This is an optimization exercise on Yosys and OpenROAD, whose aim is small area, a short achievable clock period and few clock cycles, not a production implementation.
The RTL was checked by simulation tests, not by an equivalence proof against the original design.
Power figures rest on the tool's default switching activity, not on a simulated workload.

==> flow/design.v (outline; a module is shown in full before it is edited, if it fits) <==
// module CNN: 2769 lines
// module xnr: 3 lines
// module orr: 3 lines
// module fa: 4 lines
module CNN(
    input                       clk,
    input                       rst_n,
    input                       in_valid,
    input      signed [15:0]    in_data,
    input                       opt,
    output reg                  out_valid,
    output reg signed [15:0]    out_data
);
  // ...
==> flow/run.sh <==
#!/bin/bash
# synth_recipe.tcl (not shown) runs the flow's synth.tcl, then flattens the netlist and writes it again
# the make line also repeats each setting of config.mk as NAME=value (left out here)
make -C /OpenROAD-flow-scripts/flow DESIGN_CONFIG=/design/flow/config.mk WORK_HOME=/design/flow/orfs CLKGATE_MAP_FILE= SYNTH_SCRIPT=/design/flow/synth_recipe.tcl finish
==> flow/config.mk <==
export PLATFORM = sky130hd
export DESIGN_NAME = CNN
export DESIGN_NICKNAME = CNN
export VERILOG_FILES = /design/flow/design.v
export SDC_FILE = /design/flow/constraint.sdc
export NUM_CORES = 4
export LEC_CHECK = 0
export CAP_MARGIN = 20
export CORE_MARGIN = 2
export CORE_UTILIZATION = 40
export PLACE_DENSITY = 0.6
export SLEW_MARGIN = 20
export SYNTH_HIERARCHICAL = 1
export SYNTH_MINIMUM_KEEP_SIZE = 0
==> flow/constraint.sdc <==
create_clock -name core_clock -period 14.0 [get_ports {clk}]
set_input_delay 2.8000 -clock core_clock [delete_from_list [all_inputs] [get_ports {clk}]]
set_output_delay 2.8000 -clock core_clock [all_outputs]
set_load 0.01 [all_outputs]
==> summary.txt, run 1 <==
Setup path
  • CP Capture Type: output pin
  • Worst path depth: 1

Finish
  • Fillcell total: 13,300
  • Fraction of layout cells with a size suffix above 1: 5.71%
  • Sequential cells: 1,113
  • Commonest cells after routing, fill and taps aside: 1,334 x nand2_1, 1,041 x fa_1, 918 x dfxtp_1
  • Layout Utilization: 44.4%
  • ClkCell Share: 5.79%
  • Final cell count without fillers: 6,801
  • Register area: 0.0241 mm^2

Detailed routing
  • Post-detailed-route count of antenna-violating nets: 0
  • Remaining DRCs: 0
  • Drt via density: 5.01
  • Drt first-iter violations: 2,249

STA
  • Hold WS: 0.289 ns
  • TNS Setup: 0 ns
  • Fin. Hold Viols: 0
  • Post-layout min period: 4.46 ns

Worst hold path
  • Hold path depth: 0

Clocking
  • CTS Buf Count: 112
  • Worst-path clk slew: 0.06 ns
  • Total clock sinks: 1,113
  • Hold-fix buffer count after cts: 0

Power and ir drop
  • Overall power: 0.0134 W
  • Psw: 0.00476 W
  • Power share of the combinational group: 46.0%

Synthesis
  • Mux cell area share after synthesis: 0.866%
  • Seq cells post-synth: 1,113
  • Top cell type's share of synthesized area: 34.9%
  • Simple-gate share of the synthesized area: 11.2%
  • Synth async-reset ratio: 0.809%
  • Post-synthesis xor/xnor area fraction: 6.05%

Placement
  • Placer Congestion: 0.855
  • Placed insts: 6,586

Status
  • Status: finished clean

Global route
  • Grt met2 use: 30.3%
  • Largest net degree at the start of global routing: 50

Floorplanning
  • FP Rows: 141
Testbench counts, summed over its fixed seeds: cycles 13,248.
==> inputs of run 2 (changes only) <==
--- a/flow/design.v
+++ b/flow/design.v
@@ -2730,46 +2730,54 @@
 always @(posedge clk) begin sa <= {c2500, c2498, c2496, c2494, c2492, c2490, c2488, c2486, c2484, c2482, c2480, c2478, c2476, c2474, c2472, c2470, c2468, c2466, c2464, c2462, c2460, c2458, c2456, c2454, c2452, c2450, c2448, c2446, c2444, c2442, c2440, ~(tp8[0] & kr8[0])}; sb <= {1'b1, s2499, s2497, s2495, s2493, s2491, s2489, s2487, s2485, s2483, s2481, s2479, s2477, s2475, s2473, s2471, s2469, s2467, s2465, s2463, s2461, s2459, s2457, s2455, s2453, s2451, s2449, s2447, s2445, s2443, s2441, s2439}; end
 wire [31:0] u = sa + sb + {15'd0, lc[1], 16'd0} + {15'd0, lc[0], 16'd0} + 32'h7fff0001;
 reg signed [15:0] f;
 always @(posedge clk) f <= (!u[31] && !opt_r) ? 16'sd0 : ~u[15:0];
 reg fv, g, first, last;
 always @(*) begin
     fv = 1'b0; g = 1'b0; first = 1'b0; last = 1'b0;
     case (cnt)
-        7'd47: begin fv = 1'b1; g = 1'b0; first = 1'b1; last = 1'b0; end
-        7'd48: begin fv = 1'b1; g = 1'b0; first = 1'b0; last = 1'b0; end
-        7'd49: begin fv = 1'b1; g = 1'b1; first = 1'b1; last = 1'b0; end
-        7'd50: begin fv = 1'b1; g = 1'b1; first = 1'b0; last = 1'b0; end
-        7'd53: begin fv = 1'b1; g = 1'b0; first = 1'b0; last = 1'b0; end
-        7'd54: begin fv = 1'b1; g = 1'b0; first = 1'b0; last = 1'b1; end
-        7'd55: begin fv = 1'b1; g = 1'b1; first = 1'b0; last = 1'b0; end
-        7'd56: begin fv = 1'b1; g = 1'b1; first = 1'b0; last = 1'b1; end
-        7'd59: begin fv = 1'b1; g = 1'b0; first = 1'b1; last = 1'b0; end
-        7'd60: begin fv = 1'b1; g = 1'b0; first = 1'b0; last = 1'b0; end
-        7'd61: begin fv = 1'b1; g = 1'b1; first = 1'b1; last = 1'b0; end
-        7'd62: begin fv = 1'b1; g = 1'b1; first = 1'b0; last = 1'b0; end
-        7'd65: begin fv = 1'b1; g = 1'b0; first = 1'b0; last = 1'b0; end
-        7'd66: begin fv = 1'b1; g = 1'b0; first = 1'b0; last = 1'b1; end
-        7'd67: begin fv = 1'b1; g = 1'b1; first = 1'b0; last = 1'b0; end
-        7'd68: begin fv = 1'b1; g = 1'b1; first = 1'b0; last = 1'b1; end
+        7'd46: begin fv = 1'b1; g = 1'b0; first = 1'b1; last = 1'b0; end
+        7'd47: begin fv = 1'b1; g = 1'b0; first = 1'b0; last = 1'b0; end
+        7'd48: begin fv = 1'b1; g = 1'b1; first = 1'b1; last = 1'b0; end
+        7'd49: begin fv = 1'b1; g = 1'b1; first = 1'b0; last = 1'b0; end
+        7'd52: begin fv = 1'b1; g = 1'b0; first = 1'b0; last = 1'b0; end
+        7'd53: begin fv = 1'b1; g = 1'b0; first = 1'b0; last = 1'b1; end
+        7'd54: begin fv = 1'b1; g = 1'b1; first = 1'b0; last = 1'b0; end
+        7'd55: begin fv = 1'b1; g = 1'b1; first = 1'b0; last = 1'b1; end
+        7'd58: begin fv = 1'b1; g = 1'b0; first = 1'b1; last = 1'b0; end
+        7'd59: begin fv = 1'b1; g = 1'b0; first = 1'b0; last = 1'b0; end
+        7'd60: begin fv = 1'b1; g = 1'b1; first = 1'b1; last = 1'b0; end
+        7'd61: begin fv = 1'b1; g = 1'b1; first = 1'b0; last = 1'b0; end
+        7'd64: begin fv = 1'b1; g = 1'b0; first = 1'b0; last = 1'b0; end
+        7'd65: begin fv = 1'b1; g = 1'b0; first = 1'b0; last = 1'b1; end
+        7'd66: begin fv = 1'b1; g = 1'b1; first = 1'b0; last = 1'b0; end
+        7'd67: begin fv = 1'b1; g = 1'b1; first = 1'b0; last = 1'b1; end
         default: ;
     endcase
 end
+reg pv0, pv1, pfirst, plast, pg;
+always @(posedge clk or negedge rst_n) begin
+    if (!rst_n) begin
+        pv0 <= 1'b0; pv1 <= 1'b0; pfirst <= 1'b0; plast <= 1'b0; pg <= 1'b0;
+    end else begin
+        pv0 <= fv && !g; pv1 <= fv && g; pfirst <= first; plast <= fv && last; pg <= g;
+    end
+end
 reg signed [15:0] mx0, mx1;
-wire signed [15:0] mx = g ? mx1 : mx0;
-wire signed [15:0] mxn = (first || f > mx) ? f : mx;
+wire signed [15:0] n0 = (pfirst || f > mx0) ? f : mx0;
+wire signed [15:0] n1 = (pfirst || f > mx1) ? f : mx1;
 always @(posedge clk) begin
-    if (fv && !g) mx0 <= mxn;
-    if (fv &&  g) mx1 <= mxn;
-    out_data <= mxn;
+    if (pv0) mx0 <= n0;
+    if (pv1) mx1 <= n1;
+    out_data <= pg ? n1 : n0;
 end
 always @(posedge clk or negedge rst_n) begin
     if (!rst_n) out_valid <= 1'b0;
-    else out_valid <= fv && last;
+    else out_valid <= plast;
 end
 endmodule
 module xnr(input a, b, output y);
 assign y = ~(a ^ b);
 endmodule
 module orr(input a, b, output y);
 assign y = a | b;
 endmodule
==> flow/flow/run.sh (new file) <==
#!/bin/bash
# Standard ORFS layout, with faster port buffers and timing repair aimed
# below the clock period.
set -euo pipefail
bash standard.sh SETUP_SLACK_MARGIN=10 "BUFFER_PORTS_ARGS=-buffer_cell sky130_fd_sc_hd__buf_2" finish > make.log 2>&1
==> flow/standard.sh (new file) <==
#!/bin/bash
# synth_recipe.tcl (not shown) runs the flow's synth.tcl, then flattens the netlist and writes it again
# the make line also repeats each setting of config.mk as NAME=value (left out here)
make -C /OpenROAD-flow-scripts/flow DESIGN_CONFIG=/design/flow/config.mk WORK_HOME=/design/flow/orfs CLKGATE_MAP_FILE= SYNTH_SCRIPT=/design/flow/synth_recipe.tcl "${@:-finish}"
==> flow/config.mk (replaced) <==
export PLATFORM = sky130hd
export DESIGN_NAME = CNN
export DESIGN_NICKNAME = CNN
export VERILOG_FILES = /design/flow/design.v
export SDC_FILE = /design/flow/constraint.sdc
export NUM_CORES = 4
export LEC_CHECK = 0
export CAP_MARGIN = 20
export CORE_MARGIN = 2
export CORE_UTILIZATION = 40
export CTS_CLUSTER_DIAMETER = 60
export CTS_CLUSTER_SIZE = 30
export PLACE_DENSITY = 0.6
export SLEW_MARGIN = 20
export SYNTH_HIERARCHICAL = 1
export SYNTH_MINIMUM_KEEP_SIZE = 0
removed: flow/run.sh
==> run 2 against run 1 <==
Total power is 0.15% lower. Global-route usage is 0.25 points higher. Clock skew is 0.024 ns lower. Flip-flop and latch count is 5 higher. Largest power group unchanged.
==> summary.txt, run 2 <==
Synthesis
  • Largest family of logic cells by synthesized area: adder cells
  • Post-synthesis xor/xnor area fraction: 5.95% (-0.10 points)
  • Top post-synthesis cells by area: fa_1 34%, dfxtp_1 31%, edfxtp_1 8.7%
  • Seq cells post-synth: 1,118 (+0.45%)
  • Post-synthesis cell count: 4,973
  • Synth Area in Compound Gates: 1.39%
  • Area share of fa/ha/maj cells after synthesis: 37.9%
  • Top-count cell post-synth: nand2_1
  • Simple-gate share of the synthesized area: 11.5% (+0.21 points)
  • Synth unique cells: 60
  • Post-synth EDFFs: 176
  • Most instantiated cells after synthesis: 1,350 x nand2_1, 1,041 x fa_1, 928 x dfxtp_1
  • Mux cell area share after synthesis: 0.843% (-0.023 points)
  • Mapped Area: 0.0605 mm^2
  • Synth async-reset ratio: 1.25% (+0.44 points)
  • Ys flop type: dfxtp_1
  • Sequential share of the synthesized area: 40.0%
  • Top cell type's share of synthesized area: 34.4% (-0.51 points)
  • Avg Cell Area, Syn: 12.2 um^2
  • Cell accounting for the most synthesized area: fa_1
  • Synth Warn #: 8

STA
  • RSZ-0062 raised after global routing: yes
  • Fmax: 0.251 GHz
  • Worst Setup Slack, final: 10.02 ns
  • Fin. max-slew vios: 0
  • TNS Setup: 0 ns (unchanged)
  • Final-report setup violation count: 0
  • Post-layout min period: 3.98 ns (-0.475 ns)
  • Fin. Hold Viols: 0 (unchanged)
  • Least-Margin Pin Slew: 1.06 ns
  • Crit share post-route: 28.5%
  • Worst slew margin: 29.5%
  • Skew final: 0.0471 ns

Worst hold path
  • Worst Hold Class: reg2reg

Detailed routing
  • DR pass1 iterations: 6
  • DRT Wirelength: 141,000 um
  • DR vias: 35,000
  • Drt via density: 4.96 (-0.99%)
  • DR WL/cell: 19.9 um
  • Drt first-iter violations: 2,527 (+12%)
  • Post-detailed-route count of antenna-violating nets: 0 (unchanged)
  • Remaining DRCs: 0 (unchanged)

Floorplanning
  • Initial Utilization: 40.3%
  • Die Footprint: 0.154 mm^2
  • Die Y-Extent: 393 um
  • Core Region: 0.150 mm^2
  • Ports: 37
  • FP Rows: 142 (+0.71%)
  • Die X-Extent: 393 um

Placement
  • Port bufs: 36
  • Post-Place Worst Slack: 9.64 ns
  • Dpl cell area: 0.0626 mm^2
  • Detailed placer's ending HPWL: 95,200 um
  • Placer Congestion: 0.878 (+2.8%)

Finish
  • Register area: 0.0242 mm^2 (+0.60%)
  • Layout Area Growth over Synthesis: 10.7%
  • Commonest cells after routing, fill and taps aside: 1,349 x nand2_1, 1,041 x fa_1, 910 x dfxtp_1
  • Commonest non-fill, non-tap cell in the layout: nand2_1
  • Biggest register: ring
  • Largest regs: ring (576), sa (32), sb (31)
  • Final nets: 6,198
  • Fraction of layout cells with a size suffix above 1: 7.53% (+1.8 points)
  • Layout Utilization: 44.6% (+0.24 points)
  • Post-route design area: 0.0670 mm^2
  • Fillcell total: 13,600 (+2.1%)
  • Largest register FFs: 576
  • Multi-input logic area: 0.0348 mm^2

Global route
  • Overall Global Routing Usage: 18.6%
  • Vias in the first global route: 38,000
  • Initial antenna violation count: 10
  • Largest net degree at the start of global routing: 50 (unchanged)
  • First-pass GRT wire length: 219,000 um
  • Overflow after GRT: 0

Setup path
  • CP cell instances: buf_6
  • CP max stage delay: 0.38 ns
  • CP top delay family: flip-flops
  • Crit-path slowest cell: dfrtp_1
  • Crit path kind: reg2out
  • Bufs and invs on worst path: 1
  • Worst EP arrival: 1.18 ns
  • Critical Path RT: 11.20 ns
  • Worst Path Max Fanout: 1
  • Crit start category: flop
  • CP Capture Type: output pin

Clocking
  • CTS Buf Count: 88 (-21%)
  • Htree depth: 3
  • TritonCTS clock tree: yes
  • Worst-skew pair later-pin latency: 0.73 ns
  • Clock root cell: clkbuf_16
  • Clock Path Buffers: 3
  • Worst-path clk slew: 0.10 ns (+0.04 ns)
  • Total clock sinks: 1,118 (+0.45%)

Run
  • Max_cap viols: 0

Status
  • Status: finished clean

Power and ir drop
  • Total leakage power: 25.0 nW
  • P per Cell Area: 200 mW/mm^2
  • Worst IR Drop VDD: 0.143 mV
## run 2: layout make-up
class	instances	area share, %
inverter	138	0.773
clock buffer	99	3.44
multi-input combinational	3461	52.0
timing repair buffer	163	2.00
antenna	1	0.00374
clock inverter	66	1.81
tap	2016	3.77
sequential	1118	36.2
## run 2: logic make-up (layout without fill, tap and decap cells)
logic type                 Yosys count  in the layout
AOI/OAI and AO/OA                  123            123
xor gates and xnor gates           411            411
muxes                               47             47
adders and majority gates         1208           1208
and+or+nand+nor                   1670           1670
DFF                               1118           1118
other                                1              3
buffers and inverters              395            466
## run 2: path summary, 6_finish.rpt
path / cells past startpoint / end / from / slack, ns
worst max-delay path: 1 / out_valid / out_valid / 10.02
worst max register to register: 11 / cs7b[15] / kr7[2] / 10.09
min in group asynchronous: 1 / cnt[5] / rst_n / 2.07
worst min register to register: 0 / ring[32][0] / ring[31][0] / 0.29
worst min-delay path: 0 / ring[32][0] / ring[31][0] / 0.29
max in group asynchronous: 1 / opt_r / rst_n / 11.52
## run 2: per-stage QoR
step	power, W	hold slack [ns]	instances
detailed placement	0.0107	0.312	6807
CTS	0.0136	0.305	6986
floorplan	0.00890	0.310	4974
global placement	0.0105	0.310	6807
finish	0.0134	0.293	7062
global route	0.0146	0.305	7061
## run 2: timing repair
action	CTS	global route
gates resized for setup	17	21
gates cloned	0	3
buffers inserted	14	72
setup endpoints to repair	35	32
hold buffers	0	0
## run 2: per-layer routing
| layer | up-vias | track usage (%) | wire, um |
|---|---|---|---|
| li1 | 15300 | - | - |
| met1 | 18200 | 24.6 | 58500 |
| met2 | 1245 | 30.7 | 67700 |
| met3 | 253 | 3.68 | 10200 |
| met4 | 2 | 6.12 | 4360 |
| met5 | - | 0 | 60 |
## run 2: per-module statistics from Yosys, one instance, submodules excluded
| module | cell area [um^2] | flops+latches | cells | times used |
|---|---|---|---|---|
| xnr | 8.76 | 0 | 1 | 157 |
| CNN | 37400 | 1118 | 3629 | 1 |
| fa | 20.0 | 0 | 1 | 1038 |
| orr | 6.26 | 0 | 1 | 149 |
## run 2: worst register-to-register path, stage by stage, from the launching register on
cell and delay, ns:
edfxtp_1 0.75, nand2_1 0.19, or2_1 0.25, fa_1 0.48, fa_1 0.50, fa_1 0.40, fa_1 0.40, xnor2_1 0.22
xnor2_1 0.17, xnor2_1 0.16, xnor2_1 0.16, xnor2_1 0.09
## run 2: report_power, final
part	switching, W	internal [W]
clock	0.00146	0.00141
sequential	0.000311	0.00396
combinational	0.00322	0.00302
Testbench counts of run 2, summed over its fixed seeds: cycles 13,248.
==> inputs of run 3 (changes only) <==
--- a/flow/config.mk
+++ b/flow/config.mk
@@ -8,8 +8,6 @@
 export CAP_MARGIN = 20
 export CORE_MARGIN = 2
 export CORE_UTILIZATION = 40
-export CTS_CLUSTER_DIAMETER = 60
-export CTS_CLUSTER_SIZE = 30
 export PLACE_DENSITY = 0.6
 export SLEW_MARGIN = 20
 export SYNTH_HIERARCHICAL = 1
==> run 3 against run 2 <==
Clock skew is 0.013 ns higher. Core utilization rose by 0.16 points. Worst hold slack better by 0.0096 ns. First-iteration DRC count decreased by 2.2%. Register-to-register slack got worse by 0.03 ns. Sequential power hardly changed. Via count rose by 0.61%. Clock power is 6% higher. Critical path type unchanged. Largest cell class unchanged. Highest routed layer is now met4.
==> summary.txt, run 3 <==
Status
  • Status: finished clean

Setup path
  • CP top delay family: flip-flops
  • CP max stage delay: 0.38 ns (about the same)
  • Worst Path Max Fanout: 1 (unchanged)
  • Critical Path RT: 11.20 ns (about the same)
  • Crit start category: flop
  • CP Capture Type: output pin
  • Crit path kind: reg2out
  • CP cell instances: buf_6
  • Crit-path slowest cell: dfrtp_1
  • Bufs and invs on worst path: 1 (unchanged)
  • Worst EP arrival: 1.21 ns (+0.03 ns)

STA
  • Crit share post-route: 28.7% (+0.20 points)
  • Skew final: 0.0599 ns (+0.0128 ns)
  • RSZ-0062 raised after global routing: yes
  • Least-Margin Pin Slew: 1.04 ns (-0.0187 ns)
  • Fin. Hold Viols: 0 (unchanged)
  • Hold WS: 0.303 ns (+0.00957 ns)
  • Final-report setup violation count: 0 (unchanged)
  • Fmax: 0.249 GHz (-0.68%)
  • TNS Setup: 0 ns (unchanged)
  • Worst slew margin: 30.1% (+0.51 points)
  • Post-layout min period: 4.01 ns (+0.0274 ns)
  • Fin. max-slew vios: 0 (unchanged)

Synthesis
  • Top cell type's share of synthesized area: 34.4% (unchanged)
  • Mapped Area: 0.0605 mm^2 (unchanged)
  • Synth unique cells: 60 (unchanged)
  • Post-synth EDFFs: 176 (unchanged)
  • Synth Warn #: 8 (unchanged)
  • Top-count cell post-synth: nand2_1
  • Avg Cell Area, Syn: 12.2 um^2 (unchanged)
  • Seq cells post-synth: 1,118 (unchanged)
  • Cell accounting for the most synthesized area: fa_1
  • Post-synthesis cell count: 4,973 (unchanged)
  • Synth async-reset ratio: 1.25% (unchanged)
  • Top post-synthesis cells by area: fa_1 34%, dfxtp_1 31%, edfxtp_1 8.7%
  • Ys flop type: dfxtp_1
  • Sequential share of the synthesized area: 40.0% (unchanged)
  • Most instantiated cells after synthesis: 1,350 x nand2_1, 1,041 x fa_1, 928 x dfxtp_1

Floorplanning
  • Die X-Extent: 393 um (unchanged)
  • Die Y-Extent: 393 um (unchanged)
  • Die Footprint: 0.154 mm^2 (unchanged)
  • Initial Utilization: 40.3% (unchanged)
  • FP Rows: 142 (unchanged)
  • Ports: 37 (unchanged)
  • Core Region: 0.150 mm^2 (unchanged)

Finish
  • Biggest register: ring
  • Final nets: 6,210 (+0.19%)
  • Fillcell total: 13,600 (+0.0073%)
  • Commonest cells after routing, fill and taps aside: 1,349 x nand2_1, 1,041 x fa_1, 910 x dfxtp_1
  • Final cell count without fillers: 7,098 (+0.51%)
  • Layout Utilization: 44.8% (+0.16 points)
  • Largest regs: ring (576), sa (32), sb (31)
  • Commonest non-fill, non-tap cell in the layout: nand2_1
  • Largest register FFs: 576 (unchanged)
  • Fraction of layout cells with a size suffix above 1: 7.80% (+0.27 points)
  • Layout Area Growth over Synthesis: 11.1%

Clocking
  • TritonCTS clock tree: yes
  • Htree depth: 3 (unchanged)
  • Worst-skew pair later-pin latency: 0.73 ns (about the same)
  • Clock Path Buffers: 3 (unchanged)
  • CTS Buf Count: 113 (+28%)
  • Clock root cell: clkbuf_16
  • Worst-path clk slew: 0.06 ns (-0.04 ns)
  • Total clock sinks: 1,118 (unchanged)

Global route
  • Initial antenna violation count: 14 (+4)
  • Overall Global Routing Usage: 18.7% (+0.075 points)
  • Grt met2 use: 30.9% (+0.26 points)
  • Grt peak-use layer: met2
  • Largest net degree at the start of global routing: 50 (unchanged)
  • Met3 usage: 3.61% (-0.071 points)
  • First-pass GRT wire length: 221,000 um (+0.58%)
  • Global routing usage on met1: 24.6% (about the same)
  • Overflow after GRT: 0 (unchanged)
  • Vias in the first global route: 38,400 (+1.0%)

Detailed routing
  • Post-detailed-route count of antenna-violating nets: 0 (unchanged)
  • Drt first-iter violations: 2,471 (-2.2%)
  • Remaining DRCs: 0 (unchanged)
  • DR pass1 iterations: 7 (+1)
  • Drt via density: 4.96 (about the same)
  • DRT Wirelength: 142,000 um (+0.65%)
  • DR WL/cell: 20.0 um (+0.14%)
  • DR vias: 35,200 (+0.61%)

Power and ir drop
  • Total leakage power: 25.1 nW (+0.55%)
  • P per Cell Area: 202 mW/mm^2 (+1.2%)
  • Worst IR Drop VDD: 0.150 mV (+4.7%)

Worst hold path
  • Worst Hold Class: reg2reg

Placement
  • Detailed placer's ending HPWL: 95,200 um (unchanged)
  • Port bufs: 36 (unchanged)
  • Placed insts: 6,807 (unchanged)
  • Placer Congestion: 0.878 (unchanged)

Run
  • Max_cap viols: 0 (unchanged)
[run 3: cell types whose count changed in the layout (fill, tap and decap cells not counted), moves of 4 or more]
cell,before,now
clkbuf_16,93,124
inv_16,16,0
buf_4,107,94
clkinv_2,5,18
clkbuf_1,7,18
clkinv_16,14,3
clkbuf_8,3,13
inv_12,9,0
clkinvlp_4,1,8
clkinv_1,1,7
clkinv_4,2,8
inv_8,6,0
clkinv_8,5,0
buf_6,11,15
[run 3: per-module statistics from Yosys, one instance, submodules excluded]
module  area, um^2  times used  cells  flops+latches
fa            20.0        1038      1              0
CNN          37400           1   3629           1118
xnr           8.76         157      1              0
orr           6.26         149      1              0
[run 3: layer usage]
layer	wire length [um]	up-vias
met2	68300	1278
met4	4380	0
met1	58400	18300
met5	0	-
met3	10600	278
li1	-	15400
[run 3: what timing repair did]
action,in CTS,in global routing
cloned,0,3
hold buffers,0,0
setup buffers,10,63
endpoints found under the hold margin,0,0
resized for setup,18,23
endpoints found under the setup margin,45,43
[run 3: final cells by class]
cell class / count / area (um^2) / area share [%]
clock inverter: 58 / 582 / 0.865
multi-input combinational: 3461 / 34800 / 51.8
clock buffer: 153 / 3280 / 4.88
antenna: 4 / 10.0 / 0.0149
inverter: 138 / 518 / 0.770
tap: 2016 / 2520 / 3.75
timing repair buffer: 150 / 1230 / 1.83
sequential: 1118 / 24200 / 36.1
[run 3: path summary, 6_finish.rpt]
check,from,endpoint,cells after the start,slack [ns]
worst max-delay path,out_valid,out_valid,1,9.99
worst max register to register,kr8[6],sb[18],7,10.06
max in group asynchronous,rst_n,cnt[2],1,11.53
worst min-delay path,ring[26][13],ring[27][13],0,0.30
min in group asynchronous,rst_n,pfirst,1,2.06
worst min register to register,ring[26][13],ring[27][13],0,0.30
[run 3: where the power goes]
part           internal, W  total (W)  switching (W)  leakage (nW)
Sequential         0.00396    0.00427       0.000312          9.57
Combinational      0.00302    0.00625        0.00323          13.7
Clock              0.00177    0.00305        0.00129          1.88
[run 3: through the flow]
| step | cell area, um^2 | worst slack [ns] | power [W] |
|---|---|---|---|
| global placement | 62600 | 9.72 | 0.0105 |
| finish | 67200 | 9.99 | 0.0136 |
| detailed placement | 62600 | 9.64 | 0.0107 |
| global route | 67200 | 9.89 | 0.0148 |
| CTS | 66600 | 9.93 | 0.0138 |
| floorplan | 60500 | 10.07 | 0.00890 |
[run 3: logic make-up after synthesis]
logic type / count (synthesis) / synth area share [%]
adder cells (fa/ha/maj): 1208 / 37.9
buffers and inverters: 395 / 2.49
flip-flops: 1118 / 40.0
XOR/XNOR: 411 / 5.95
AO/OA/AOI/OAI: 123 / 1.39
AND/OR/NAND/NOR: 1670 / 11.5
other: 1 / 0.00619
multiplexers: 47 / 0.843
==> inputs of run 4 (changes only) <==
--- a/flow/config.mk
+++ b/flow/config.mk
@@ -5,9 +5,12 @@
 export SDC_FILE = /design/flow/constraint.sdc
 export NUM_CORES = 4
 export LEC_CHECK = 0
+export ABC_AREA = 1
 export CAP_MARGIN = 20
 export CORE_MARGIN = 2
 export CORE_UTILIZATION = 40
+export CTS_CLUSTER_DIAMETER = 100
+export CTS_CLUSTER_SIZE = 25
 export PLACE_DENSITY = 0.6
 export SLEW_MARGIN = 20
 export SYNTH_HIERARCHICAL = 1
==> run 4 against run 3 <==
Highest routed layer is now met5. Die area is 5.7% higher. Sequential share of layout area is 1.0 points lower. Register-to-register slack better by 0.02 ns. Cell count is 18% higher. Worst hold slack worse by 0.010 ns. Synthesized cell count is 27% higher. Clock power is about 40% lower. Global-route usage is 0.22 points lower. Setup slack worse by 0.015 ns. Via count is 14% higher.
==> summary.txt, run 4 <==
Setup path
  • Reg2reg start: ring[30][12]
  • CP top delay family: flip-flops
  • CP cell instances: buf_2
  • CP Capture Type: output pin
  • Bufs and invs on worst path: 1 (unchanged)
  • Crit-path slowest cell: dfrtp_1
  • Critical path origin: out_valid
  • Crit path kind: reg2out
  • Crit start category: flop
  • CP max stage delay: 0.37 ns (about the same)
  • Worst EP arrival: 1.23 ns (+0.02 ns)
  • Critical Path RT: 11.20 ns (about the same)
  • Worst Path Max Fanout: 1 (unchanged)

Global route
  • Largest net degree at the start of global routing: 51 (+2.0%)
  • Overall Global Routing Usage: 18.5% (-0.22 points)
  • Vias in the first global route: 42,900 (+12%)
  • First-pass GRT wire length: 235,000 um (+6.7%)
  • Overflow after GRT: 0 (unchanged)
  • Initial antenna violation count: 5 (-9)

Status
  • Status: finished clean

Finish
  • Fraction of layout cells with a size suffix above 1: 5.75% (-2.0 points)
  • Layout Utilization: 43.6% (-1.2 points)
  • Largest regs: ring (576), sa (32), sb (31)
  • Commonest non-fill, non-tap cell in the layout: nand2_1
  • Biggest register: ring
  • Layout Area Growth over Synthesis: 7.99%
  • Commonest cells after routing, fill and taps aside: 2,251 x nand2_1, 1,039 x fa_1, 907 x inv_1
  • Largest register FFs: 576 (unchanged)
  • Final cell count without fillers: 8,406 (+18%)
  • Final nets: 7,530 (+21%)
  • Fillcell total: 14,700 (+7.7%)

Synthesis
  • Post-synthesis cell count: 6,319 (+27%)
  • Top-count cell post-synth: nand2_1
  • Top cell type's share of synthesized area: 32.5% (-1.9 points)
  • Synth unique cells: 52 (-13%)
  • Synth async-reset ratio: 1.25% (unchanged)
  • Avg Cell Area, Syn: 10.1 um^2 (-17%)
  • Mapped Area: 0.0640 mm^2 (+5.8%)
  • Sequential share of the synthesized area: 37.8% (-2.2 points)
  • Seq cells post-synth: 1,118 (unchanged)
  • Most instantiated cells after synthesis: 2,251 x nand2_1, 1,041 x fa_1, 928 x dfxtp_1
  • Ys flop type: dfxtp_1
  • Top post-synthesis cells by area: fa_1 33%, dfxtp_1 29%, nand2_1 13%
  • Post-synth EDFFs: 176 (unchanged)
  • Synth Warn #: 8 (unchanged)
  • Cell accounting for the most synthesized area: fa_1

STA
  • Least-Margin Pin Slew: 1.13 ns (+0.0968 ns)
  • Final-report setup violation count: 0 (unchanged)
  • Worst slew margin: 24.1% (-6.0 points)
  • Worst Setup Slack, final: 9.97 ns (-0.0147 ns)
  • Hold WS: 0.292 ns (-0.0103 ns)
  • Fin. max-slew vios: 0 (unchanged)
  • Fin. Hold Viols: 0 (unchanged)
  • TNS Setup: 0 ns (unchanged)
  • Crit share post-route: 28.8% (+0.11 points)
  • Fmax: 0.248 GHz (-0.37%)
  • Skew final: 0.0645 ns (+0.00453 ns)
  • RSZ-0062 raised after global routing: yes
  • Post-layout min period: 4.03 ns (+0.0147 ns)

Clocking
  • TritonCTS clock tree: yes
  • Worst-path clk slew: 0.09 ns (+0.03 ns)
  • CTS Buf Count: 54 (-52%)
  • Total clock sinks: 1,118 (unchanged)
  • Htree depth: 2 (-1)
  • Worst-skew pair later-pin latency: 0.74 ns (about the same)
  • Clock Path Buffers: 3 (unchanged)
  • Hold-fix buffer count after cts: 0 (unchanged)
  • Clock root cell: clkbuf_16

Detailed routing
  • Drt via density: 4.80 (-3.3%)
  • DRT Wirelength: 148,000 um (+4.7%)
  • DR vias: 40,300 (+14%)
  • Drt first-iter violations: 2,446 (-1.0%)
  • Post-detailed-route count of antenna-violating nets: 0 (unchanged)
  • DR WL/cell: 17.6 um (-12%)
  • DR pass1 iterations: 7 (unchanged)
  • Remaining DRCs: 0 (unchanged)

Power and ir drop
  • Worst IR Drop VDD: 0.117 mV (-22%)
  • P per Cell Area: 180 mW/mm^2 (-11%)
  • Total leakage power: 31.5 nW (+25%)

Floorplanning
  • Die Footprint: 0.163 mm^2 (+5.7%)
  • Initial Utilization: 40.3% (about the same)
  • Die X-Extent: 404 um (+2.8%)
  • Core Region: 0.159 mm^2 (+5.7%)
  • FP Rows: 146 (+2.8%)
  • Die Y-Extent: 404 um (+2.8%)
  • Ports: 37 (unchanged)

Placement
  • Placer Congestion: 0.855 (-2.7%)
  • Port bufs: 36 (unchanged)
  • Detailed placer's ending HPWL: 103,000 um (+8.4%)
  • Post-Place Worst Slack: 9.71 ns (+0.0650 ns)
  • Placed insts: 8,211 (+21%)

Run
  • Max_cap viols: 0 (unchanged)

Worst hold path
  • Worst Hold Class: reg2reg
  • Hold wc startpoint: ring[23][2]
run 4: cell count changes after synthesis, moves of 51 or more:
cell / delta
nand2_1: +901
inv_1: +769
xnor2_1: -264
or2_1: -147
nand3_1: +119
xor2_1: +51
run 4: area by class of cell:
type	count	area [um^2]	share of cell area [%]
Clock inverter	14	236	0.342
Multi-Input combinational cell	4028	35400	51.2
Inverter	910	3420	4.94
Clock buffer	72	1430	2.07
Antenna cell	2	5.00	0.00724
Tap cell	2072	2590	3.75
Timing Repair Buffer	190	1850	2.67
Sequential cell	1118	24300	35.1
run 4: path summary, 6_finish.rpt:
kind	end	slack (ns)	cells after the start
setup / recovery	out_valid	9.97	1
hold / removal	ring[24][2]	0.29	0
setup reg to reg	sb[16]	10.08	8
hold reg to reg	ring[24][2]	0.29	0
max in group asynchronous	pv0	11.49	1
min in group asynchronous	out_valid	2.05	1
run 4: through the flow:
stage	total power, W	area [um^2]
2_1_floorplan	0.00901	64100
3_3_place_gp	0.0106	66100
3_5_place_dp	0.0108	66100
4_1_cts	0.0127	67900
5_1_grt	0.0138	69200
6_report	0.0125	69200
run 4: repair_timing:
item / CTS / global route
setup endpoints to repair: 25 / 21
cloned: 0 / 7
buffers inserted: 10 / 90
gates resized for setup: 24 / 57
pin swaps: 0 / 2
hold endpoints to repair: 0 / 0
run 4: Yosys stat by module (local to each module, per instance):
module	cell area [um^2]	cells	flops+latches
orr	11.3	3	0
CNN	38600	4049	1118
xnr	18.8	5	0
fa	20.0	1	0
run 4: layer usage:
metal,share of wire [%],wire length (um),GRT usage [%],up-vias
li1,-,-,-,18500
met1,41,60700,23.5,20300
met2,49,72500,31.6,1264
met3,6.9,10200,3.28,291
met4,3.3,4880,6.44,2
met5,0.0088,13,0,-
run 4: power breakdown:
group | internal, W | switching (W) | total [W]
Combinational | 0.00288 | 0.00351 | 0.00639
Clock | 0.000764 | 0.00106 | 0.00182
Sequential | 0.00395 | 0.000302 | 0.00425
run 4: kinds of logic after synthesis:
kind of cell / after synthesis / share of synthesized area [%]
other cells: 1 / 0.00586
fa+ha+maj: 1208 / 35.8
buf+inv: 1175 / 7.09
mux: 16 / 0.281
flops: 1118 / 37.8
xor+xnor: 203 / 2.83
simple gates: 2528 / 15.6
compound gates: 70 / 0.621
==> inputs of run 5 (changes only) <==
--- a/flow/config.mk
+++ b/flow/config.mk
@@ -5,7 +5,6 @@
 export SDC_FILE = /design/flow/constraint.sdc
 export NUM_CORES = 4
 export LEC_CHECK = 0
-export ABC_AREA = 1
 export CAP_MARGIN = 20
 export CORE_MARGIN = 2
 export CORE_UTILIZATION = 40
==> run 5 against run 4 <==
Maximum frequency grew 0.38%. Worst hold slack better by 0.0034 ns. Die area down 5.4%. Core utilization decreased by 0.25 points. Final area shrank 6.0%. Critical path depth did not move. Flip-flop and latch count stayed put. Register-to-register slack got worse by 0.02 ns. Routed wire length shrank 5.8%. Area after synthesis decreased by 5.5%. Via count shrank 14%. Critical endpoint unchanged. Highest routed layer unchanged.
==> summary.txt, run 5 <==
Status
  • Status: finished clean

Synthesis
  • Most instantiated cells after synthesis: 1,350 x nand2_1, 1,041 x fa_1, 928 x dfxtp_1
  • Sequential share of the synthesized area: 40.0% (+2.2 points)
  • Top post-synthesis cells by area: fa_1 34%, dfxtp_1 31%, edfxtp_1 8.7%
  • Synth async-reset ratio: 1.25% (unchanged)
  • Synth unique cells: 60 (+15%)
  • Cell accounting for the most synthesized area: fa_1
  • Synth Warn #: 8 (unchanged)
  • Post-synthesis cell count: 4,973 (-21%)
  • Mapped Area: 0.0605 mm^2 (-5.5%)
  • Avg Cell Area, Syn: 12.2 um^2 (+20%)
  • Ys flop type: dfxtp_1
  • Post-synth EDFFs: 176 (unchanged)
  • Seq cells post-synth: 1,118 (unchanged)
  • Top cell type's share of synthesized area: 34.4% (+1.9 points)
  • Top-count cell post-synth: nand2_1

Setup path
  • Crit path kind: reg2out
  • Critical path origin: out_valid
  • CP top delay family: flip-flops
  • CP cell instances: buf_6
  • Critical Path RT: 11.20 ns (about the same)
  • Reg2reg start: kr8[14]
  • CP Capture Type: output pin
  • Worst Path Max Fanout: 1 (unchanged)
  • CP max stage delay: 0.39 ns (+0.02 ns)
  • Crit start category: flop
  • Bufs and invs on worst path: 1 (unchanged)
  • Worst EP arrival: 1.21 ns (-0.02 ns)
  • Crit-path slowest cell: dfrtp_1

Detailed routing
  • Post-detailed-route count of antenna-violating nets: 0 (unchanged)
  • Remaining DRCs: 0 (unchanged)
  • Drt first-iter violations: 2,443 (-0.12%)
  • DR vias: 34,700 (-14%)
  • Drt via density: 4.97 (+3.6%)
  • DR WL/cell: 20.0 um (+13%)
  • DR pass1 iterations: 6 (-1)
  • DRT Wirelength: 140,000 um (-5.8%)

Placement
  • Port bufs: 36 (unchanged)
  • Detailed placer's ending HPWL: 95,200 um (-7.7%)
  • Placer Congestion: 0.878 (+2.7%)
  • Post-Place Worst Slack: 9.64 ns (-0.0650 ns)
  • Dpl cell area: 0.0626 mm^2 (-5.4%)

Floorplanning
  • Core Region: 0.150 mm^2 (-5.4%)
  • Die Footprint: 0.154 mm^2 (-5.4%)
  • Initial Utilization: 40.3% (about the same)
  • FP Rows: 142 (-2.7%)
  • Ports: 37 (unchanged)
  • Die X-Extent: 393 um (-2.8%)
  • Die Y-Extent: 393 um (-2.8%)

Power and ir drop
  • Worst IR Drop VDD: 0.123 mV (+5.2%)
  • P per Cell Area: 189 mW/mm^2 (+5.2%)
  • Overall power: 0.0123 W (-1.1%)
  • Total leakage power: 24.1 nW (-24%)

Finish
  • Final nets: 6,155 (-18%)
  • Largest register FFs: 576 (unchanged)
  • Commonest non-fill, non-tap cell in the layout: nand2_1
  • Layout Area Growth over Synthesis: 7.43%
  • Commonest cells after routing, fill and taps aside: 1,349 x nand2_1, 1,041 x fa_1, 909 x dfxtp_1
  • Fraction of layout cells with a size suffix above 1: 5.76% (+0.015 points)
  • Post-route design area: 0.0650 mm^2 (-6.0%)
  • Largest regs: ring (576), sa (32), sb (31)
  • Biggest register: ring

STA
  • Worst slew margin: 25.8% (+1.7 points)
  • Skew final: 0.0597 ns (-0.00474 ns)
  • Fin. Hold Viols: 0 (unchanged)
  • RSZ-0062 raised after global routing: yes
  • Fmax: 0.249 GHz (+0.38%)
  • Worst Setup Slack, final: 9.99 ns (+0.0154 ns)
  • Post-layout min period: 4.01 ns (-0.0154 ns)
  • Final-report setup violation count: 0 (unchanged)
  • Crit share post-route: 28.6% (-0.11 points)
  • Hold WS: 0.296 ns (+0.00342 ns)
  • Least-Margin Pin Slew: 1.10 ns (-0.0341 ns)
  • TNS Setup: 0 ns (unchanged)
  • Fin. max-slew vios: 0 (unchanged)

Clocking
  • Clock Path Buffers: 3 (unchanged)
  • Total clock sinks: 1,118 (unchanged)
  • Worst-skew pair later-pin latency: 0.72 ns (-0.02 ns)
  • CTS Buf Count: 55 (+1.9%)
  • Hold-fix buffer count after cts: 0 (unchanged)
  • TritonCTS clock tree: yes
  • Clock root cell: clkbuf_16
  • Htree depth: 2 (unchanged)
  • Worst-path clk slew: 0.09 ns (about the same)

Worst hold path
  • Worst Hold Class: reg2reg
  • Hold wc startpoint: ring[28][9]

Global route
  • First-pass GRT wire length: 217,000 um (-7.7%)
  • Initial antenna violation count: 12 (+7)
  • Vias in the first global route: 37,600 (-12%)
  • Largest net degree at the start of global routing: 50 (-2.0%)
  • Overall Global Routing Usage: 18.4% (-0.063 points)
  • Overflow after GRT: 0 (unchanged)

Run
  • Max_cap viols: 0 (unchanged)
## run 5: cell families (layout without fill, tap and decap cells)
group,Yosys count,after routing,share of synthesized area [%]
other cells,1,3,0.00619
flops,1118,1118,40.0
buf+inv,395,383,2.49
fa+ha+maj,1208,1208,37.9
compound gates,123,123,1.39
mux,47,47,0.843
simple gates,1670,1670,11.5
xor+xnor,411,411,5.95
## run 5: final timing paths
kind	cells after the start	to	slack [ns]
min in group asynchronous	1	pfirst	2.07
setup reg to reg	7	sb[18]	10.06
setup / recovery	1	out_valid	9.99
hold / removal	0	ring[29][9]	0.30
max in group asynchronous	1	cnt[3]	11.50
hold reg to reg	0	ring[29][9]	0.30
## run 5: what timing repair did
item	4_1_cts	5_1_grt
setup buffers	12	64
resized for setup	17	25
cloned	0	3
endpoints found under the setup margin	43	48
## run 5: metrics by stage
| step | utilization (%) | cells |
|---|---|---|
| 3_3_place_gp | 41.7 | 6807 |
| 2_1_floorplan | - | 4974 |
| 4_1_cts | 42.9 | 6911 |
| 6_report | 43.3 | 6979 |
| 5_1_grt | 43.3 | 6979 |
| 3_5_place_dp | 41.7 | 6807 |
## run 5: routing by layer
metal	share of wire [%]	wire, um	vias up	global-route usage, %
met4	3.3	4560	6	5.89
met5	0.034	47	-	0
li1	-	-	15200	-
met1	41	57100	18000	24.2
met2	48	67000	1228	30.4
met3	7.9	11000	236	3.90
## run 5: report_power, final
part | switching [W] | internal (W)
clock network | 0.00106 | 0.000758
registers | 0.000310 | 0.00396
logic | 0.00322 | 0.00302
## run 5: cell type report
type | count | area [um^2]
Antenna cell | 1 | 2.50
Clock buffer | 74 | 1450
Clock inverter | 18 | 230
Fill cell | 13800 | 85100
Inverter | 138 | 518
Multi-Input combinational cell | 3461 | 34800
Sequential cell | 1118 | 24200
Tap cell | 2016 | 2520
Timing Repair Buffer | 153 | 1230
## run 5: modules after synthesis, one instance, submodules excluded
module,area (um^2),times used,flip-flops and latches
CNN,37400,1,1118
fa,20.0,1038,0
orr,6.26,149,0
xnr,8.76,157,0
## run 5: worst register-to-register path: cells and delay by family (launching register included)
family,cells,cell delay [ns]
fa+ha+maj,6,2.81
flops,1,0.82
simple gates,1,0.22
==> inputs of run 6 (changes only) <==
--- a/flow/config.mk
+++ b/flow/config.mk
@@ -10,6 +10,7 @@
 export CORE_UTILIZATION = 40
 export CTS_CLUSTER_DIAMETER = 100
 export CTS_CLUSTER_SIZE = 25
+export GPL_TIMING_DRIVEN = 1
 export PLACE_DENSITY = 0.6
 export SLEW_MARGIN = 20
 export SYNTH_HIERARCHICAL = 1
==> run 6 against run 5 <==
Still clean on timing, DRC and antenna. Final area unchanged. Flip-flop and latch count did not move. Clock skew is the same.
==> summary.txt, run 6 <==
Setup path
  • Worst Path Max Fanout: 1 (unchanged)
  • Worst path depth: 1 (unchanged)
  • Crit path kind: reg2out
  • Bufs and invs on worst path: 1 (unchanged)
  • Critical path origin: out_valid
  • Crit-path slowest cell: dfrtp_1
  • CP top delay family: flip-flops
  • R2r endpoint: sb[18]
  • Crit start category: flop
  • Worst EP arrival: 1.21 ns (about the same)
  • Path depth of the worst reg2reg path: 7 (unchanged)
  • Critical Path RT: 11.20 ns (about the same)
  • CP Capture Type: output pin
  • CP cell instances: buf_6
  • CP endpoint: out_valid
  • Reg2reg start: kr8[14]
  • CP max stage delay: 0.39 ns (about the same)
  • R2R setup slack: 10.06 ns (about the same)

Power and ir drop
  • Worst IR Drop VDD: 0.123 mV (unchanged)
  • P per Cell Area: 189 mW/mm^2 (unchanged)
  • Overall power: 0.0123 W (unchanged)
  • Total leakage power: 24.1 nW (unchanged)

Clocking
  • Clock root cell: clkbuf_16
  • Total clock sinks: 1,118 (unchanged)
  • TritonCTS clock tree: yes
  • Htree depth: 2 (unchanged)
  • Clock Path Buffers: 3 (unchanged)
  • Worst-skew pair later-pin latency: 0.72 ns (about the same)
  • Hold-fix buffer count after cts: 0 (unchanged)
  • CTS Buf Count: 55 (unchanged)
  • Worst-path clk slew: 0.09 ns (about the same)

Detailed routing
  • Remaining DRCs: 0 (unchanged)
  • Drt first-iter violations: 2,443 (unchanged)
  • Drt via density: 4.97 (unchanged)
  • DR pass1 iterations: 6 (unchanged)
  • Post-detailed-route count of antenna-violating nets: 0 (unchanged)
  • DR vias: 34,700 (unchanged)
  • DR WL/cell: 20.0 um (unchanged)
  • DRT Wirelength: 140,000 um (unchanged)

Run
  • Max_cap viols: 0 (unchanged)

STA
  • Final-report setup violation count: 0 (unchanged)
  • Fmax: 0.249 GHz (unchanged)
  • Post-layout min period: 4.01 ns (unchanged)
  • Fin. Hold Viols: 0 (unchanged)
  • Skew final: 0.0597 ns (unchanged)
  • Fin. max-slew vios: 0 (unchanged)
  • RSZ-0062 raised after global routing: yes
  • TNS Setup: 0 ns (unchanged)
  • Least-Margin Pin Slew: 1.10 ns (unchanged)
  • Worst slew margin: 25.8% (unchanged)
  • Crit share post-route: 28.6% (unchanged)

Synthesis
  • Sequential share of the synthesized area: 40.0% (unchanged)
  • Post-synthesis cell count: 4,973 (unchanged)
  • Simple-gate share of the synthesized area: 11.5% (unchanged)
  • Synth unique cells: 60 (unchanged)
  • Area share of fa/ha/maj cells after synthesis: 37.9% (unchanged)
  • Mux cell area share after synthesis: 0.843% (unchanged)
  • Top-count cell post-synth: nand2_1
  • Post-synth EDFFs: 176 (unchanged)
  • Post-synthesis xor/xnor area fraction: 5.95% (unchanged)
  • Cell accounting for the most synthesized area: fa_1
  • Seq cells post-synth: 1,118 (unchanged)
  • Synth async-reset ratio: 1.25% (unchanged)
  • Top post-synthesis cells by area: fa_1 34%, dfxtp_1 31%, edfxtp_1 8.7%
  • Synth Warn #: 8 (unchanged)
  • Synth Area in Compound Gates: 1.39% (unchanged)
  • Most instantiated cells after synthesis: 1,350 x nand2_1, 1,041 x fa_1, 928 x dfxtp_1
  • Mapped Area: 0.0605 mm^2 (unchanged)
  • Top cell type's share of synthesized area: 34.4% (unchanged)
  • Largest family of logic cells by synthesized area: adder cells
  • Avg Cell Area, Syn: 12.2 um^2 (unchanged)
  • Ys flop type: dfxtp_1

Global route
  • Overall Global Routing Usage: 18.4% (unchanged)
  • Initial antenna violation count: 12 (unchanged)
  • Vias in the first global route: 37,600 (unchanged)
  • First-pass GRT wire length: 217,000 um (unchanged)
  • Largest net degree at the start of global routing: 50 (unchanged)
  • Overflow after GRT: 0 (unchanged)

Floorplanning
  • Die X-Extent: 393 um (unchanged)
  • FP Rows: 142 (unchanged)
  • Die Y-Extent: 393 um (unchanged)
  • Die Footprint: 0.154 mm^2 (unchanged)
  • Core Region: 0.150 mm^2 (unchanged)
  • Ports: 37 (unchanged)
  • Initial Utilization: 40.3% (unchanged)

Finish
  • Fillcell total: 13,800 (unchanged)
  • Multi-input logic area: 0.0348 mm^2 (unchanged)
  • Final nets: 6,155 (unchanged)
  • Layout Area Growth over Synthesis: 7.43% (unchanged)
  • Commonest non-fill, non-tap cell in the layout: nand2_1
  • Biggest register: ring
  • Largest register FFs: 576 (unchanged)
  • Commonest cells after routing, fill and taps aside: 1,349 x nand2_1, 1,041 x fa_1, 909 x dfxtp_1
  • Largest regs: ring (576), sa (32), sb (31)
  • Register area: 0.0242 mm^2 (unchanged)
  • Fraction of layout cells with a size suffix above 1: 5.76% (unchanged)

Placement
  • Detailed placer's ending HPWL: 95,200 um (unchanged)
  • Placer Congestion: 0.878 (unchanged)
  • Port bufs: 36 (unchanged)

Worst hold path
  • Worst Hold Class: reg2reg

Status
  • Status: finished clean
## run 6: cell counts in the layout (fill, tap and decap cells not counted)
No cell type changed its count.
## run 6: what timing repair did
| action | 4_1_cts | 5_1_grt |
|---|---|---|
| endpoints found under the hold margin | 0 | 0 |
| setup endpoints to repair | 43 | 48 |
| buffers inserted | 12 | 64 |
| gates resized for setup | 17 | 25 |
| gates cloned | 0 | 3 |
## run 6: worst min-delay path by stage
stage,startpoint,end,slack (ns),cells after the start
global route,ring[28][9],ring[29][9],0.30,0
detailed placement,ring[29][1],ring[30][1],0.31,0
global placement,ring[11][13],ring[12][13],0.31,0
CTS,ring[28][9],ring[29][9],0.29,0
finish,ring[28][9],ring[29][9],0.30,0
floorplan,ring[9][0],ring[10][0],0.31,0
## run 6: Yosys stat by module, one instance, submodules excluded
module	cells inside	cell area, um^2	flip-flops and latches	times used
orr	1	6.26	0	149
xnr	1	8.76	0	157
fa	1	20.0	0	1038
CNN	3629	37400	1118	1
## run 6: cells by family after synthesis
kind of cell | Yosys count
AOI/OAI and AO/OA | 123
DFF | 1118
muxes | 47
other | 1
buffers and inverters | 395
adders and majority gates | 1208
xor gates and xnor gates | 411
and+or+nand+nor | 1670
## run 6: stage by stage
stage / area, um^2 / cells / setup slack (ns) / util (%) / hold WS [ns]
finish: 65000 / 6979 / 9.99 / 43.3 / 0.296
global route: 65000 / 6979 / 9.91 / 43.3 / 0.295
CTS: 64400 / 6911 / 9.92 / 42.9 / 0.288
detailed placement: 62600 / 6807 / 9.64 / 41.7 / 0.312
global placement: 62600 / 6807 / 9.72 / 41.7 / 0.310
floorplan: 60500 / 4974 / 10.07 / - / 0.310
## run 6: worst register-to-register path: stages (launching register included)
cell and delay, ns:
edfxtp_1 0.82, nand2_1 0.22, fa_1 0.46, fa_1 0.54, fa_1 0.45, fa_1 0.43
fa_1 0.52, fa_1 0.41
## run 6: power by group
part,internal (W),switching [W],leakage [nW]
logic,0.00302,0.00322,13.7
clock network,0.000758,0.00106,0.814
registers,0.00396,0.000310,9.57
total,0.00773,0.00459,24.1
## run 6: layout make-up
class | count | area share (%)
Inverter | 138 | 0.796
Clock inverter | 18 | 0.354
Clock buffer | 74 | 2.23
Sequential cell | 1118 | 37.3
Timing Repair Buffer | 153 | 1.89
Antenna cell | 1 | 0.00385
Tap cell | 2016 | 3.88
Multi-Input combinational cell | 3461 | 53.6
## run 6: routing by layer
layer / GRT usage [%] / share of wire (%) / up-vias
met1: 24.2 / 41 / 18000
met5: 0 / 0.034 / -
met2: 30.4 / 48 / 1228
li1: - / - / 15200
met4: 5.89 / 3.3 / 6
met3: 3.90 / 7.9 / 236
==> inputs of run 7 (changes only) <==
==> flow/config.mk (replaced) <==
export PLATFORM = sky130hd
export DESIGN_NAME = CNN
export DESIGN_NICKNAME = CNN
export VERILOG_FILES = /design/flow/design.v
export SDC_FILE = /design/flow/constraint.sdc
export NUM_CORES = 4
export LEC_CHECK = 0
export CAP_MARGIN = 20
export CORE_MARGIN = 2
export CORE_UTILIZATION = 50
export PLACE_DENSITY = 0.65
export SLEW_MARGIN = 20
export SYNTH_HIERARCHICAL = 1
export SYNTH_MINIMUM_KEEP_SIZE = 0
==> run 7 against run 6 <==
Still clean. Clock skew is 0.00097 ns higher. Final area is 2.8% higher. Routed wire length is 0.21% lower. Sequential share of layout area is 0.99 points lower. Critical path depth stayed put. Highest routed layer is now met4.
==> summary.txt, run 7 <==
Status
  • Status: finished clean

Synthesis
  • Mapped Area: 0.0605 mm^2 (unchanged)
  • Most instantiated cells after synthesis: 1,350 x nand2_1, 1,041 x fa_1, 928 x dfxtp_1
  • Sequential share of the synthesized area: 40.0% (unchanged)
  • Synth unique cells: 60 (unchanged)
  • Seq cells post-synth: 1,118 (unchanged)
  • Top-count cell post-synth: nand2_1
  • Cell accounting for the most synthesized area: fa_1
  • Post-synth EDFFs: 176 (unchanged)
  • Top post-synthesis cells by area: fa_1 34%, dfxtp_1 31%, edfxtp_1 8.7%
  • Top cell type's share of synthesized area: 34.4% (unchanged)
  • Post-synthesis cell count: 4,973 (unchanged)
  • Avg Cell Area, Syn: 12.2 um^2 (unchanged)
  • Synth Warn #: 8 (unchanged)
  • Synth async-reset ratio: 1.25% (unchanged)
  • Ys flop type: dfxtp_1

Finish
  • Commonest cells after routing, fill and taps aside: 1,350 x nand2_1, 1,041 x fa_1, 906 x dfxtp_1
  • Layout Area Growth over Synthesis: 10.4%
  • Fraction of layout cells with a size suffix above 1: 8.00% (+2.2 points)
  • Largest regs: ring (576), sa (32), sb (31)
  • Largest register FFs: 576 (unchanged)
  • Final nets: 6,208 (+0.86%)
  • Commonest non-fill, non-tap cell in the layout: nand2_1
  • Biggest register: ring

STA
  • RSZ-0062 raised after global routing: yes
  • Worst slew margin: 29.1% (+3.3 points)
  • Fin. max-slew vios: 0 (unchanged)
  • Skew final: 0.0607 ns (+0.000973 ns)
  • Least-Margin Pin Slew: 1.06 ns (-0.0381 ns)
  • Post-layout min period: 3.97 ns (-0.0366 ns)
  • Crit share post-route: 28.4% (-0.26 points)
  • Worst Setup Slack, final: 10.03 ns (+0.0366 ns)
  • Fmax: 0.252 GHz (+0.92%)
  • TNS Setup: 0 ns (unchanged)
  • Fin. Hold Viols: 0 (unchanged)
  • Final-report setup violation count: 0 (unchanged)

Floorplanning
  • FP Rows: 127 (-11%)
  • Initial Utilization: 50.5% (+10 points)
  • Core Region: 0.120 mm^2 (-20%)
  • Die Footprint: 0.124 mm^2 (-20%)
  • Die Y-Extent: 352 um (-10%)
  • Ports: 37 (unchanged)
  • Die X-Extent: 352 um (-10%)

Clocking
  • Worst-skew pair later-pin latency: 0.75 ns (+0.03 ns)
  • Total clock sinks: 1,118 (unchanged)
  • Htree depth: 3 (+1)
  • Worst-path clk slew: 0.07 ns (-0.02 ns)
  • TritonCTS clock tree: yes
  • Clock Path Buffers: 3 (unchanged)
  • CTS Buf Count: 113 (+110%)
  • Clock root cell: clkbuf_16

Detailed routing
  • Post-detailed-route count of antenna-violating nets: 0 (unchanged)
  • Drt first-iter violations: 2,408 (-1.4%)
  • DR WL/cell: 20.8 um (+4.1%)
  • DR pass1 iterations: 5 (-1)
  • Remaining DRCs: 0 (unchanged)
  • Drt via density: 5.27 (+6.0%)
  • DRT Wirelength: 139,000 um (-0.21%)
  • DR vias: 35,300 (+1.7%)

Power and ir drop
  • Power share of the combinational group: 45.5% (-5.2 points)
  • Total leakage power: 25.2 nW (+4.6%)
  • Worst IR Drop VDD: 0.129 mV (+4.8%)
  • Internal: 0.00880 W (+14%)
  • Switching share of power: 35.4% (-1.9 points)
  • Clock power share: 23.0% (+8.3 points)
  • P per Cell Area: 204 mW/mm^2 (+7.5%)
  • Psw: 0.00482 W (+4.9%)
  • Sequential Power Share: 31.4% (-3.2 points)

Setup path
  • CP max stage delay: 0.35 ns (-0.04 ns)
  • Crit-path slowest cell: dfrtp_1
  • CP top delay family: flip-flops
  • Crit path kind: reg2out
  • Bufs and invs on worst path: 1 (unchanged)
  • Worst EP arrival: 1.17 ns (-0.04 ns)
  • CP Capture Type: output pin
  • Worst Path Max Fanout: 1 (unchanged)
  • Crit start category: flop
  • Critical Path RT: 11.20 ns (about the same)
  • CP cell instances: buf_2

Global route
  • Overall Global Routing Usage: 22.7% (+4.3 points)
  • Largest net degree at the start of global routing: 50 (unchanged)
  • Vias in the first global route: 38,300 (+1.7%)
  • Initial antenna violation count: 3 (-9)
  • Overflow after GRT: 0 (unchanged)
  • First-pass GRT wire length: 218,000 um (+0.36%)

Placement
  • Placer Congestion: 0.914 (+4.1%)
  • Port bufs: 36 (unchanged)
  • Detailed placer's ending HPWL: 94,300 um (-0.95%)
  • Post-Place Worst Slack: 9.77 ns (+0.122 ns)

Worst hold path
  • Worst Hold Class: reg2reg

Run
  • Max_cap viols: 0 (unchanged)
[run 7: cell counts after synthesis]
Identical to the previous run, type by type.
[run 7: path summary, 6_finish.rpt]
| kind | startpoint | depth (start not counted) | slack, ns | to |
|---|---|---|---|---|
| hold reg to reg | ring[5][7] | 0 | 0.30 | ring[6][7] |
| setup reg to reg | kr8[7] | 7 | 10.06 | sb[18] |
| min in group asynchronous | rst_n | 1 | 2.05 | pfirst |
| setup / recovery | out_valid | 1 | 10.03 | out_valid |
| max in group asynchronous | rst_n | 1 | 11.53 | opt_r |
| hold / removal | ring[5][7] | 0 | 0.30 | ring[6][7] |
[run 7: cell type report]
| type | instances | area (um^2) |
|---|---|---|
| clock inverters | 56 | 669 |
| diodes | 4 | 10.0 |
| flip-flops and latches | 1118 | 24300 |
| well taps | 1612 | 2020 |
| clock buffers | 154 | 3320 |
| repair buffers | 148 | 1210 |
| fillers | 9838 | 53100 |
| multi-input cells | 3461 | 34800 |
| inverters | 138 | 518 |
[run 7: through the flow]
| stage | utilization, % | instance area [um^2] | hold WS, ns | std cells | power (W) |
|---|---|---|---|---|---|
| after detailed placement | 51.7 | 62000 | 0.312 | 6398 | 0.0106 |
| final | 55.7 | 66800 | 0.302 | 6691 | 0.0136 |
| after CTS | 55.1 | 66100 | 0.307 | 6608 | 0.0138 |
| after floorplan | - | 60500 | 0.310 | 4974 | 0.00890 |
| after global placement | 51.7 | 62000 | 0.310 | 6398 | 0.0104 |
| after global routing | 55.7 | 66800 | 0.321 | 6688 | 0.0148 |
[run 7: per-layer routing]
metal / global-route usage [%] / wire length [um]
met3: 4.78 / 11000
met4: 8.15 / 4620
met5: 0 / 0
met1: 30.2 / 56900
met2: 37.1 / 66900
[run 7: per-module statistics from Yosys (local to each module, per instance)]
module	copies in the design	flops+latches	cells	area, um^2
orr	149	0	1	6.26
fa	1038	0	1	20.0
xnr	157	0	1	8.76
CNN	1	1118	3629	37400
[run 7: power groups by stage]
stage	Clock [W]	Sequential [W]	Combinational (W)
2_1_floorplan	0	0.00426	0.00464
3_3_place_gp	0	0.00435	0.00607
3_5_place_dp	0	0.00436	0.00624
4_1_cts	0.00321	0.00429	0.00631
5_1_grt	0.00335	0.00434	0.00715
6_report	0.00313	0.00428	0.00620
[run 7: what timing repair did]
| item | 4_1_cts | 5_1_grt |
|---|---|---|
| gates resized for setup | 15 | 31 |
| setup endpoints to repair | 34 | 30 |
| hold buffers | 0 | 0 |
| buffers inserted | 0 | 76 |
| endpoints found under the hold margin | 0 | 0 |
| gates cloned | 0 | 3 |
[run 7: cells by family after synthesis]
group	after synthesis	synth area share, %
buffers and inverters	395	2.49
muxes	47	0.843
other	1	0.00619
adders and majority gates	1208	37.9
DFF	1118	40.0
and+or+nand+nor	1670	11.5
AOI/OAI and AO/OA	123	1.39
xor gates and xnor gates	411	5.95
==> inputs of run 8 (changes only) <==
==> flow/flow/run.sh (replaced) <==
#!/bin/bash
# Standard ORFS layout, with faster port buffers and timing repair aimed
# below the clock period.
set -euo pipefail
bash standard.sh SETUP_SLACK_MARGIN=9.85 "BUFFER_PORTS_ARGS=-buffer_cell sky130_fd_sc_hd__buf_2" finish > make.log 2>&1
--- a/flow/config.mk
+++ b/flow/config.mk
@@ -7,8 +7,10 @@
 export LEC_CHECK = 0
 export CAP_MARGIN = 20
 export CORE_MARGIN = 2
-export CORE_UTILIZATION = 50
-export PLACE_DENSITY = 0.65
+export CORE_UTILIZATION = 40
+export CTS_CLUSTER_DIAMETER = 100
+export CTS_CLUSTER_SIZE = 25
+export PLACE_DENSITY = 0.6
 export SLEW_MARGIN = 20
 export SYNTH_HIERARCHICAL = 1
 export SYNTH_MINIMUM_KEEP_SIZE = 0
==> run 8 against run 7 <==
Still clean. Critical path type is now reg2reg. Critical path depth up 10. Die area up 25%. Area after synthesis unchanged. Combinational power about the same. Cell count up 3.3%. Global-route usage down 4.4 points. Clock skew down 0.0016 ns.
==> summary.txt, run 8 <==
Finish
  • Commonest non-fill, non-tap cell in the layout: nand2_1
  • Commonest cells after routing, fill and taps aside: 1,349 x nand2_1, 1,041 x fa_1, 917 x dfxtp_1
  • Layout Area Growth over Synthesis: 6.37%
  • Fillcell total: 13,900 (+41%)
  • Fraction of layout cells with a size suffix above 1: 4.35% (-3.7 points)
  • Biggest register: ring
  • Largest regs: ring (576), sa (32), sb (31)
  • Final nets: 6,090 (-1.9%)
  • Largest register FFs: 576 (unchanged)

STA
  • Fin. max-slew vios: 0 (unchanged)
  • Fmax: 0.248 GHz (-1.3%)
  • TNS Setup: 0 ns (unchanged)
  • Final-report setup violation count: 0 (unchanged)
  • Crit share post-route: 28.8% (+0.37 points)
  • Least-Margin Pin Slew: 1.13 ns (+0.0677 ns)
  • Hold WS: 0.297 ns (-0.00573 ns)
  • RSZ-0062 raised after global routing: yes
  • Post-layout min period: 4.03 ns (+0.0519 ns)
  • Fin. Hold Viols: 0 (unchanged)
  • Skew final: 0.0591 ns (-0.00157 ns)
  • Worst slew margin: 23.8% (-5.3 points)

Clocking
  • Htree depth: 2 (-1)
  • CTS Buf Count: 55 (-51%)
  • Hold-fix buffer count after cts: 0 (unchanged)
  • Worst-path clk slew: 0.10 ns (+0.03 ns)
  • TritonCTS clock tree: yes
  • Total clock sinks: 1,118 (unchanged)
  • Clock Path Buffers: 3 (unchanged)
  • Worst-skew pair later-pin latency: 0.72 ns (-0.03 ns)
  • Clock root cell: clkbuf_16

Detailed routing
  • Post-detailed-route count of antenna-violating nets: 0 (unchanged)
  • DR pass1 iterations: 5 (unchanged)
  • DR vias: 34,300 (-2.6%)
  • Drt via density: 4.97 (-5.8%)
  • Drt first-iter violations: 2,467 (+2.5%)
  • Remaining DRCs: 0 (unchanged)
  • DRT Wirelength: 138,000 um (-0.77%)
  • DR WL/cell: 20.0 um (-4.0%)

Synthesis
  • Post-synth EDFFs: 176 (unchanged)
  • Synth async-reset ratio: 1.25% (unchanged)
  • Cell accounting for the most synthesized area: fa_1
  • Post-synthesis cell count: 4,973 (unchanged)
  • Most instantiated cells after synthesis: 1,350 x nand2_1, 1,041 x fa_1, 928 x dfxtp_1
  • Seq cells post-synth: 1,118 (unchanged)
  • Synth Warn #: 8 (unchanged)
  • Top-count cell post-synth: nand2_1
  • Synth unique cells: 60 (unchanged)
  • Top post-synthesis cells by area: fa_1 34%, dfxtp_1 31%, edfxtp_1 8.7%
  • Top cell type's share of synthesized area: 34.4% (unchanged)
  • Ys flop type: dfxtp_1
  • Avg Cell Area, Syn: 12.2 um^2 (unchanged)
  • Mapped Area: 0.0605 mm^2 (unchanged)
  • Sequential share of the synthesized area: 40.0% (unchanged)

Setup path
  • Crit start category: flop
  • R2R setup slack: 9.97 ns (-0.09 ns)
  • Worst Path Max Fanout: 16 (+15)
  • Critical path origin: ring[0][11]
  • Worst EP arrival: 4.67 ns (+3.50 ns)
  • Crit path kind: reg2reg
  • CP endpoint: cs2b[15]
  • Reg2reg start: ring[0][11]
  • CP Capture Type: flop
  • R2r endpoint: cs2b[15]
  • Path depth of the worst reg2reg path: 11 (+4)
  • Critical Path RT: 14.65 ns (+3.45 ns)

Worst hold path
  • Hold wc startpoint: ring[28][9]
  • Worst Hold Class: reg2reg

Global route
  • Initial antenna violation count: 12 (+9)
  • Overflow after GRT: 0 (unchanged)
  • First-pass GRT wire length: 217,000 um (-0.61%)
  • Largest net degree at the start of global routing: 50 (unchanged)
  • Vias in the first global route: 37,600 (-1.8%)
  • Overall Global Routing Usage: 18.4% (-4.4 points)

Placement
  • Detailed placer's ending HPWL: 95,200 um (+0.96%)
  • Port bufs: 36 (unchanged)
  • Placer Congestion: 0.878 (-3.9%)

Status
  • Status: finished clean

Floorplanning
  • Die Footprint: 0.154 mm^2 (+25%)
  • Core Region: 0.150 mm^2 (+25%)
  • FP Rows: 142 (+12%)
  • Die Y-Extent: 393 um (+12%)
  • Die X-Extent: 393 um (+12%)
  • Initial Utilization: 40.3% (-10 points)
  • Ports: 37 (unchanged)

Power and ir drop
  • Worst IR Drop VDD: 0.123 mV (-4.7%)
  • Total leakage power: 23.7 nW (-5.9%)
  • P per Cell Area: 191 mW/mm^2 (-6.2%)

Run
  • Max_cap viols: 0 (unchanged)
## run 8: cell counts after synthesis
Identical to the previous run, type by type.
## run 8: worst min-delay path by stage
stage                               to  slack, ns  cells after the start
after floorplan            ring[10][0]       0.31                      0
after global placement    ring[12][13]       0.31                      0
after detailed placement   ring[30][1]       0.31                      0
after CTS                  ring[29][9]       0.29                      0
after global routing       ring[29][9]       0.30                      0
final                      ring[29][9]       0.30                      0
## run 8: routing by layer
metal  up-vias  track usage, %  wire length (um)
met5         -               0                47
met4         6            5.91              4210
met3       201            3.99             10100
met2      1138            30.3             66700
met1     17900            24.0             57300
li1      15100               -                 -
## run 8: what timing repair did
item	CTS	global route
setup endpoints to repair	13	9
setup buffers	0	14
gates resized for setup	8	9
## run 8: cell type report
type	instances	area (um^2)	share of cell area, %
diodes	1	2.50	0.00389
flip-flops and latches	1118	24200	37.6
well taps	2016	2520	3.92
inverters	138	518	0.804
multi-input cells	3461	34800	54.1
clock buffers	74	1450	2.25
clock inverters	18	230	0.358
repair buffers	88	602	0.935
## run 8: worst max-delay path, stage by stage, from the launching register on
cell and delay, ns:
dfxtp_1 0.87, nand2_1 0.21, or2_1 0.29, fa_1 0.48, fa_1 0.52, fa_1 0.41
fa_1 0.39, xnor2_1 0.21, xnor2_1 0.15, xnor2_1 0.15, xnor2_1 0.16, xnor2_1 0.13
## run 8: cell families (layout without fill, tap and decap cells)
group / count (synthesis) / after routing / synth area share, %
other: 1 / 3 / 0.00619
multiplexers: 47 / 47 / 0.843
buffers and inverters: 395 / 318 / 2.49
flip-flops: 1118 / 1118 / 40.0
adder cells (fa/ha/maj): 1208 / 1208 / 37.9
AND/OR/NAND/NOR: 1670 / 1670 / 11.5
XOR/XNOR: 411 / 411 / 5.95
AO/OA/AOI/OAI: 123 / 123 / 1.39
## run 8: per-module statistics from Yosys, one instance, submodules excluded
module,area [um^2],copies in the design
CNN,37400,1
orr,6.26,149
xnr,8.76,157
fa,20.0,1038
## run 8: per-stage QoR
stage          total power [W]  cells  utilization (%)  cell area [um^2]  setup slack [ns]
6_report                0.0123   6914             42.9             64400              9.97
4_1_cts                 0.0125   6899             42.8             64300              9.86
2_1_floorplan          0.00890   4974                -             60500             10.07
3_5_place_dp            0.0107   6807             41.7             62600              9.64
3_3_place_gp            0.0105   6807             41.7             62600              9.72
5_1_grt                 0.0135   6914             42.9             64400              9.84
## run 8: power by group
group / internal (W) / total (W) / switching, W / leakage [nW]
logic: 0.00301 / 0.00623 / 0.00322 / 13.3
clock network: 0.000758 / 0.00181 / 0.00105 / 0.814
registers: 0.00395 / 0.00426 / 0.000310 / 9.57

Check on run 8: ideal ports give 9.974 ns setup slack; a clkbuf_16 on the clock port and buf_2 on the inputs give 9.913 ns; moving port delays by the midpoint clock arrival (0.770 ns) as well gives 9.974 ns.
